From an optimization exercise on the open Yosys and OpenROAD flow, aimed at small area; shortcuts taken in it are not production practice. At most, simulation tests tie the RTL to the original design; equivalence was not proved. Power figures rest on the tool's default switching activity, not on a simulated workload.

==> flow/design.v <==
module lab3_pixgen(
    input         clk,
    input         rst,
    input  [5:0]  color,
    input         btn_left,
    input         btn_right,
    input         btn_up,
    input         btn_down,
    input         enc,
    input         vsync,
    input  [5:0]  fb_rdata,
    output        rdy,
    output        fb_we,
    output [16:0] fb_waddr,
    output [5:0]  fb_wdata,
    output [16:0] fb_raddr,
    output [15:0] rgb
);
reg  [9:0] cnt_l, cnt_r, cnt_u, cnt_d;
wire       left_pulse  = (cnt_l == 10'd100);
wire       right_pulse = (cnt_r == 10'd100);
wire       up_pulse    = (cnt_u == 10'd100);
wire       down_pulse  = (cnt_d == 10'd100);
always @(posedge clk) begin
    if (rst) begin
        cnt_l <= 10'd0;
        cnt_r <= 10'd0;
        cnt_u <= 10'd0;
        cnt_d <= 10'd0;
    end else begin
        cnt_l <= cnt_l + btn_left;
        cnt_r <= cnt_r + btn_right;
        cnt_u <= cnt_u + btn_up;
        cnt_d <= cnt_d + btn_down;
    end
end
reg  [8:0] x_min;
reg  [7:0] y_min;
wire x_inc = right_pulse & (x_min != 9'd349);
wire x_dec = ~x_inc & left_pulse & (x_min != 9'd0);
wire y_inc = down_pulse & (y_min != 8'd174);
wire y_dec = ~y_inc & up_pulse & (y_min != 8'd0);
wire [8:0] x_tog;
wire [7:0] y_tog;
assign x_tog[0] = x_inc | x_dec;
assign y_tog[0] = y_inc | y_dec;
genvar i;
generate
    for (i = 1; i < 9; i = i + 1) begin : g_xt
        assign x_tog[i] = x_tog[i-1] & (x_min[i-1] ^ x_dec);
    end
    for (i = 1; i < 8; i = i + 1) begin : g_yt
        assign y_tog[i] = y_tog[i-1] & (y_min[i-1] ^ y_dec);
    end
endgenerate
always @(posedge clk) begin
    if (rst) begin
        x_min <= 9'd100;
        y_min <= 8'd100;
    end else begin
        x_min <= x_min ^ x_tog;
        y_min <= y_min ^ y_tog;
    end
end
reg [15:0] cc;
always @(posedge clk)
    if (rst)
        cc <= 16'd0;
    else
        cc <= cc + color[0];
reg  [8:0] px;
reg  [7:0] py;
reg        we;
reg        done;
reg  [5:0] data;
reg  [5:0] wdata;
reg  [12:0] Tw;
wire       x_wrap = (px == 9'd399);
wire       y_step = (px == 9'd0);
wire [8:0] x = (~we | x_wrap) ? 9'd0 : px + 9'd1;
wire       y_wrap = y_step & (py == 8'd224);
wire [7:0] y = (~we | y_wrap) ? 8'd0 : py + y_step;
wire [12:0] Twn = (~we | y_wrap) ? 13'd0 :
                  Tw + (x_wrap ? -13'd24 : y_step ? 13'd25 : {12'd0, &px[3:0]});
wire [8:0] dx = px - x_min;
wire [7:0] dy = py + ~y_min + y_step;
wire       in_rect = we & (dx < 9'd49) & (dy < 8'd49);
always @(posedge clk) begin
    px    <= x;
    py    <= y;
    Tw    <= Twn;
    we    <= ~rst;
    wdata <= data;
    if (rst) begin
        done <= 1'b0;
        data <= 6'b111111;
    end else begin
        if (we & (px == 9'd398) & (py == 8'd224))
            done <= 1'b1;
        data <= in_rect ? (color[0] ? cc[15:10] : color) : 6'd0;
    end
end
reg [10:0] PX;
reg [1:0]  Yl;
reg [12:0] T;
reg        z;
wire        en      = enc & ~vsync & ~rst;
wire        X_wrap  = (PX == 11'd1599);
wire        Yl_wrap = X_wrap & (Yl == 2'd3);
wire        Y_wrap  = Yl_wrap & (T == 13'd5624);
wire        c16     = (PX[5:0] == 6'd63);
always @(posedge clk) begin
    z  <= rst | vsync | (z & ~enc);
    PX <= (en & (z | X_wrap)) ? 11'd0 : PX + en;
    Yl <= (en & (z | Yl_wrap)) ? 2'd0 : Yl + (en & X_wrap);
    T  <= (en & (z | Y_wrap)) ? 13'd0 :
          T + (~en ? 13'd0 : (X_wrap & ~Yl_wrap) ? -13'd24 : {12'd0, c16});
end
assign rdy      = done;
assign fb_we    = we;
assign fb_waddr = {Tw, px[3:0]};
assign fb_wdata = wdata;
assign fb_raddr = {T, PX[5:2]};
assign rgb      = {fb_rdata[4], {2{fb_rdata[5:4]}}, {3{fb_rdata[3:2]}}, fb_rdata[0], {2{fb_rdata[1:0]}}};
endmodule
==> flow/config.mk <==
export PLATFORM = sky130hd
export DESIGN_NAME = lab3_pixgen
export DESIGN_NICKNAME = lab3_pixgen
export VERILOG_FILES = /design/flow/design.v
export SDC_FILE = /design/flow/constraint.sdc
export NUM_CORES = 4
export LEC_CHECK = 0
export CAP_MARGIN = 20
export CORE_MARGIN = 2
export CORE_UTILIZATION = 40
export SLEW_MARGIN = 20
==> flow/constraint.sdc <==
create_clock -name core_clock -period 5.0 [get_ports {clk}]
set_input_delay 1.0000 -clock core_clock [delete_from_list [all_inputs] [get_ports {clk}]]
set_output_delay 1.0000 -clock core_clock [all_outputs]
set_load 0.01 [all_outputs]
standard.sh (not shown) runs the stock make flow with config.mk's settings and CLKGATE_MAP_FILE= SYNTH_SCRIPT=/design/flow/synth_recipe.tcl, a recipe that flattens the netlist after the stock synthesis.
==> flow/flow/run.sh <==
#!/bin/bash
# Own layout flow: the standard layout (standard.sh), with
#  - a synthesis script (flow/synth.tcl) that maps all logic with ABC using
#    flow/area.abc, without extracting half/full adder cells; registers are
#    inferred and mapped exactly as in the standard synthesis;
#  - extra make settings from flow/make_args (one VAR=value per line).
# make's output goes to flow_make.log; ORFS writes each step's log under
# orfs/logs/.
set -euo pipefail
W=$PWD
sed "s#@FLOWDIR@#$W/flow#g" flow/synth.tcl > my_synth.tcl
sed "s#SYNTH_SCRIPT=[^ ]*#SYNTH_SCRIPT=$W/my_synth.tcl#" standard.sh > my_standard.sh
ARGS=()
if [[ -f flow/make_args ]]; then
  while IFS= read -r l; do
    [[ -z "$l" || "$l" == \#* ]] || ARGS+=("$l")
  done < flow/make_args
fi
bash my_standard.sh "${ARGS[@]}" finish > flow_make.log 2>&1
==> flow/flow/area.abc <==
strash
&get -n
&deepsyn -T 30
&put
&get -n
&dch -f
&nf -R 1000
&put
==> flow/flow/make_args <==
BUFFER_PORTS_ARGS=-buffer_cell sky130_fd_sc_hd__buf_1
MIN_BUF_CELL_AND_PORTS=sky130_fd_sc_hd__buf_1 A X
CTS_ARGS=-sink_clustering_enable -repair_clock_nets -dont_use_dummy_load -sink_clustering_size 30 -buf_list sky130_fd_sc_hd__clkbuf_8
==> flow/flow/synth.tcl <==
# The standard synthesis script (synth_recipe.tcl), with two steps replaced:
# no extraction of half/full adder cells, and the final ABC mapping run
# with flow/area.abc instead of ORFS's speed script.
proc synth {args} { yosys synth -nofsm -noshare {*}$args }
proc extract_fa {args} { puts "extract_fa skipped" }
proc abc {args} {
  set i [lsearch -exact $args -script]
  if { $i >= 0 } {
    set args [lreplace $args $i [expr { $i + 1 }] -script @FLOWDIR@/area.abc]
  }
  yosys abc {*}$args
}
source $::env(SCRIPTS_DIR)/synth.tcl
# left out here: clear keep_hierarchy, flatten, clean up, hide names made inside functions, write 1_2_yosys.v
The starting point ran to the end with no violations.
Next try:
--- a/flow/design.v
+++ b/flow/design.v
@@ -35,32 +35,19 @@
     end
 end
 reg  [8:0] x_min;
 reg  [7:0] y_min;
-wire x_inc = right_pulse & (x_min != 9'd349);
+wire x_inc = right_pulse & (x_min <= 9'd348);
 wire x_dec = ~x_inc & left_pulse & (x_min != 9'd0);
-wire y_inc = down_pulse & (y_min != 8'd174);
+wire y_inc = down_pulse & (y_min <= 8'd173);
 wire y_dec = ~y_inc & up_pulse & (y_min != 8'd0);
-wire [8:0] x_tog;
-wire [7:0] y_tog;
-assign x_tog[0] = x_inc | x_dec;
-assign y_tog[0] = y_inc | y_dec;
-genvar i;
-generate
-    for (i = 1; i < 9; i = i + 1) begin : g_xt
-        assign x_tog[i] = x_tog[i-1] & (x_min[i-1] ^ x_dec);
-    end
-    for (i = 1; i < 8; i = i + 1) begin : g_yt
-        assign y_tog[i] = y_tog[i-1] & (y_min[i-1] ^ y_dec);
-    end
-endgenerate
 always @(posedge clk) begin
     if (rst) begin
         x_min <= 9'd100;
         y_min <= 8'd100;
     end else begin
-        x_min <= x_min ^ x_tog;
-        y_min <= y_min ^ y_tog;
+        x_min <= x_min + {{8{x_dec}}, x_inc | x_dec};
+        y_min <= y_min + {{7{y_dec}}, y_inc | y_dec};
     end
 end
 reg [15:0] cc;
 always @(posedge clk)
@@ -103,19 +90,24 @@
 reg [10:0] PX;
 reg [1:0]  Yl;
 reg [12:0] T;
 reg        z;
-wire        en      = enc & ~vsync & ~rst;
 wire        X_wrap  = (PX == 11'd1599);
 wire        Yl_wrap = X_wrap & (Yl == 2'd3);
 wire        Y_wrap  = Yl_wrap & (T == 13'd5624);
 wire        c16     = (PX[5:0] == 6'd63);
+wire [10:0] X   = (z | X_wrap) ? 11'd0 : PX + 11'd1;
+wire [1:0]  Yln = (z | Yl_wrap) ? 2'd0 : Yl + X_wrap;
+wire [12:0] Tn  = (z | Y_wrap) ? 13'd0 : T + ((X_wrap & ~Yl_wrap) ? -13'd24 : {12'd0, c16});
 always @(posedge clk) begin
-    z  <= rst | vsync | (z & ~enc);
-    PX <= (en & (z | X_wrap)) ? 11'd0 : PX + en;
-    Yl <= (en & (z | Yl_wrap)) ? 2'd0 : Yl + (en & X_wrap);
-    T  <= (en & (z | Y_wrap)) ? 13'd0 :
-          T + (~en ? 13'd0 : (X_wrap & ~Yl_wrap) ? -13'd24 : {12'd0, c16});
+    if (rst | vsync)
+        z <= 1'b1;
+    else if (enc) begin
+        z  <= 1'b0;
+        PX <= X;
+        Yl <= Yln;
+        T  <= Tn;
+    end
 end
 assign rdy      = done;
 assign fb_we    = we;
 assign fb_waddr = {Tw, px[3:0]};
Routed wire length came out higher by 5.5%.
Worst setup slack improved by 0.51 ns.
Synthesized area came out higher by 5.4%.
First-iteration DRC count came out lower by 14%.
Hold slack improved by 0.011 ns.
Cell count came out higher by 3.5%.
Only the layout flow was run in the second run of this note; the RTL was not checked for function there.

* * *

the previous run:
Another version of the RTL of lab3_pixgen (not shown whole).
Size in the first run: about 730 cells after synthesis, roughly 0.0063 mm^2 of cells after synthesis.
==> module lab3_pixgen, before the edit <==
module lab3_pixgen(
    input         clk,
    input         rst,
    input  [5:0]  color,
    input         btn_left,
    input         btn_right,
    input         btn_up,
    input         btn_down,
    input         enc,
    input         vsync,
    input  [5:0]  fb_rdata,
    output        rdy,
    output        fb_we,
    output [16:0] fb_waddr,
    output [5:0]  fb_wdata,
    output [16:0] fb_raddr,
    output [15:0] rgb
);
reg  [9:0] cnt_l, cnt_r, cnt_u, cnt_d;
wire       left_pulse  = (cnt_l == 10'd100);
wire       right_pulse = (cnt_r == 10'd100);
wire       up_pulse    = (cnt_u == 10'd100);
wire       down_pulse  = (cnt_d == 10'd100);
always @(posedge clk) begin
    if (rst) begin
        cnt_l <= 10'd0;
        cnt_r <= 10'd0;
        cnt_u <= 10'd0;
        cnt_d <= 10'd0;
    end else begin
        cnt_l <= cnt_l + btn_left;
        cnt_r <= cnt_r + btn_right;
        cnt_u <= cnt_u + btn_up;
        cnt_d <= cnt_d + btn_down;
    end
end
reg  [8:0] x_min;
reg  [7:0] y_min;
wire x_inc = right_pulse & (x_min <= 9'd348);
wire x_dec = ~x_inc & left_pulse & (x_min != 9'd0);
wire y_inc = down_pulse & (y_min <= 8'd173);
wire y_dec = ~y_inc & up_pulse & (y_min != 8'd0);
always @(posedge clk) begin
    if (rst) begin
        x_min <= 9'd100;
        y_min <= 8'd100;
    end else begin
        x_min <= x_min + {{8{x_dec}}, x_inc | x_dec};
        y_min <= y_min + {{7{y_dec}}, y_inc | y_dec};
    end
end
reg [15:0] cc;
always @(posedge clk)
    if (rst)
        cc <= 16'd0;
    else
        cc <= cc + color[0];
reg  [8:0] px;
reg  [7:0] py;
reg        we;
reg        done;
reg  [5:0] data;
reg  [5:0] wdata;
wire       x_wrap = (px == 9'd399);
wire       y_step = (px == 9'd0);
wire [8:0] x = (~we | x_wrap) ? 9'd0 : px + 9'd1;
wire [7:0] y = (~we | (y_step & (py == 8'd224))) ? 8'd0 : py + y_step;
wire [8:0] dx = px - x_min;
wire [7:0] dy = py + ~y_min + y_step;
wire       in_rect = we & (dx < 9'd49) & (dy < 8'd49);
always @(posedge clk) begin
    px    <= x;
    py    <= y;
    we    <= ~rst;
    wdata <= data;
    if (rst) begin
        done <= 1'b0;
        data <= 6'b111111;
    end else begin
        if (we & (px == 9'd398) & (py == 8'd224))
            done <= 1'b1;
        data <= in_rect ? (color[0] ? cc[15:10] : color) : 6'd0;
    end
end
reg [10:0] PX;
reg [1:0]  Yl;
reg [12:0] T;
reg        z;
wire        X_wrap  = (PX == 11'd1599);
wire        Yl_wrap = X_wrap & (Yl == 2'd3);
wire        Y_wrap  = Yl_wrap & (T == 13'd5624);
wire        c16     = (PX[5:0] == 6'd63);
wire [10:0] X   = (z | X_wrap) ? 11'd0 : PX + 11'd1;
wire [1:0]  Yln = (z | Yl_wrap) ? 2'd0 : Yl + X_wrap;
wire [12:0] Tn  = (z | Y_wrap) ? 13'd0 : T + ((X_wrap & ~Yl_wrap) ? -13'd24 : {12'd0, c16});
always @(posedge clk) begin
    if (rst | vsync)
        z <= 1'b1;
    else if (enc) begin
        z  <= 1'b0;
        PX <= X;
        Yl <= Yln;
        T  <= Tn;
    end
end
assign rdy      = done;
assign fb_we    = we;
assign fb_waddr = px + 17'd400 * py;
assign fb_wdata = wdata;
assign fb_raddr = {T, PX[5:2]};
assign rgb      = {fb_rdata[4], {2{fb_rdata[5:4]}}, {3{fb_rdata[3:2]}}, fb_rdata[0], {2{fb_rdata[1:0]}}};
endmodule
==> flow/config.mk <==
export PLATFORM = sky130hd
export DESIGN_NAME = lab3_pixgen
export DESIGN_NICKNAME = lab3_pixgen
export VERILOG_FILES = /design/flow/design.v
export SDC_FILE = /design/flow/constraint.sdc
export NUM_CORES = 4
export LEC_CHECK = 0
export CAP_MARGIN = 20
export CORE_MARGIN = 2
export CORE_UTILIZATION = 40
export SLEW_MARGIN = 20
==> flow/constraint.sdc <==
create_clock -name core_clock -period 5.0 [get_ports {clk}]
set_input_delay 1.0000 -clock core_clock [delete_from_list [all_inputs] [get_ports {clk}]]
set_output_delay 1.0000 -clock core_clock [all_outputs]
set_load 0.01 [all_outputs]
Scripts as last shown in full above: flow/flow/run.sh, flow/flow/area.abc, flow/flow/make_args, flow/flow/synth.tcl
Modified inputs, the current run compared to the previous run
--- a/flow/design.v
+++ b/flow/design.v
@@ -36,17 +36,30 @@
 end
 reg  [8:0] x_min;
 reg  [7:0] y_min;
-wire x_inc = right_pulse & (x_min <= 9'd348);
+wire x_inc = right_pulse & (x_min != 9'd349);
 wire x_dec = ~x_inc & left_pulse & (x_min != 9'd0);
-wire y_inc = down_pulse & (y_min <= 8'd173);
+wire y_inc = down_pulse & (y_min != 8'd174);
 wire y_dec = ~y_inc & up_pulse & (y_min != 8'd0);
+wire [8:0] x_tog;
+wire [7:0] y_tog;
+assign x_tog[0] = x_inc | x_dec;
+assign y_tog[0] = y_inc | y_dec;
+genvar i;
+generate
+    for (i = 1; i < 9; i = i + 1) begin : g_xt
+        assign x_tog[i] = x_tog[i-1] & (x_min[i-1] ^ x_dec);
+    end
+    for (i = 1; i < 8; i = i + 1) begin : g_yt
+        assign y_tog[i] = y_tog[i-1] & (y_min[i-1] ^ y_dec);
+    end
+endgenerate
 always @(posedge clk) begin
     if (rst) begin
         x_min <= 9'd100;
         y_min <= 8'd100;
     end else begin
-        x_min <= x_min + {{8{x_dec}}, x_inc | x_dec};
-        y_min <= y_min + {{7{y_dec}}, y_inc | y_dec};
+        x_min <= x_min ^ x_tog;
+        y_min <= y_min ^ y_tog;
     end
 end
 reg [15:0] cc;
@@ -64,7 +77,8 @@
 wire       x_wrap = (px == 9'd399);
 wire       y_step = (px == 9'd0);
 wire [8:0] x = (~we | x_wrap) ? 9'd0 : px + 9'd1;
-wire [7:0] y = (~we | (y_step & (py == 8'd224))) ? 8'd0 : py + y_step;
+wire       y_wrap = y_step & (py == 8'd224);
+wire [7:0] y = (~we | y_wrap) ? 8'd0 : py + y_step;
 wire [8:0] dx = px - x_min;
 wire [7:0] dy = py + ~y_min + y_step;
 wire       in_rect = we & (dx < 9'd49) & (dy < 8'd49);
@@ -86,26 +100,21 @@
 reg [1:0]  Yl;
 reg [12:0] T;
 reg        z;
+wire        en      = enc & ~vsync & ~rst;
 wire        X_wrap  = (PX == 11'd1599);
 wire        Yl_wrap = X_wrap & (Yl == 2'd3);
 wire        Y_wrap  = Yl_wrap & (T == 13'd5624);
 wire        c16     = (PX[5:0] == 6'd63);
-wire [10:0] X   = (z | X_wrap) ? 11'd0 : PX + 11'd1;
-wire [1:0]  Yln = (z | Yl_wrap) ? 2'd0 : Yl + X_wrap;
-wire [12:0] Tn  = (z | Y_wrap) ? 13'd0 : T + ((X_wrap & ~Yl_wrap) ? -13'd24 : {12'd0, c16});
 always @(posedge clk) begin
-    if (rst | vsync)
-        z <= 1'b1;
-    else if (enc) begin
-        z  <= 1'b0;
-        PX <= X;
-        Yl <= Yln;
-        T  <= Tn;
-    end
+    z  <= rst | vsync | (z & ~enc);
+    PX <= (en & (z | X_wrap)) ? 11'd0 : PX + en;
+    Yl <= (en & (z | Yl_wrap)) ? 2'd0 : Yl + (en & X_wrap);
+    T  <= (en & (z | Y_wrap)) ? 13'd0 :
+          T + (~en ? 13'd0 : (X_wrap & ~Yl_wrap) ? -13'd24 : {12'd0, c16});
 end
 assign rdy      = done;
 assign fb_we    = we;
-assign fb_waddr = px + 17'd400 * py;
+assign fb_waddr = {{py, 4'b0} + {py, 3'b0} + py + px[8:4], px[3:0]};
 assign fb_wdata = wdata;
 assign fb_raddr = {T, PX[5:2]};
 assign rgb      = {fb_rdata[4], {2{fb_rdata[5:4]}}, {3{fb_rdata[3:2]}}, fb_rdata[0], {2{fb_rdata[1:0]}}};
Notes after the runs:
Between the previous run and the current run, the insertion delay to the later sink of the worst-skew pair figures differ only marginally.
Higher area growth from synthesis to layout among the previous run and the current run: the current run
The current run finished all stages; the layout is clean.
Summary: global-route wire length before repair, the current run better than the previous run
Comparing the previous run and the current run, the lower largest net degree at the start of global routing is on the current run.
From the previous run to the current run the numbers moved as follows: final clock period utilization by the worst path now sits higher, overall power has decreased, worst-case reg-to-reg path depth higher.
Non-clock buffer count (the previous run / the current run): 0.882
In the floorplan summary, the current run is listed with a die area less than that of the previous run.
[diff] aggregate routed wire length, the current run relative to the previous run: improvement
In the current run, the layout net count came out about 1.7% above the value in the previous run.
Sequential share of layout area was higher in the previous run than in the current run.
Function was not checked in any run of this note: the RTL went through the layout flow alone.

## port drivers added, routing unchanged
How much do the figures lean on ideal ports? The routed layouts below were timed once more, with nothing changed but the port constraints.
Step 1, drivers: a clkbuf_16 drives clk and a buf_2 each remaining input, both assumed.
Step 2 times the ports against the registers' clock, not the clock port: input delays grow and output delays shrink by t, the midpoint of the rising clock arrivals with the driver on.
a / b / c = no drivers / after step 1 / after step 2; a / b = the first two.
run	t (ns)	setup WS [ns]	hold WS [ns]	worst setup path after step 2	latest minus earliest clock arrival (ns)
the first run of note 1	0.462	0.886 / 0.867 / 0.405	0.319 / 0.319 / 0.319	input to register	0.026 / 0.026
the second run of note 1	0.467	1.399 / 1.399 / 1.338	0.331 / 0.331 / 0.331	input to register	0.033 / 0.033
the previous run	0.468	0.334 / 0.297 / 0.765	0.328 / 0.328 / 0.328	register to output	0.030 / 0.030
the current run	0.456	0.209 / 0.175 / 0.254	0.332 / 0.332 / 0.332	input to register	0.030 / 0.029
After both steps every run listed still meets setup and hold. The setup slack of the first run of note 1, which loses most, moves by -0.019 ns with the drivers and by -0.481 ns with both steps.
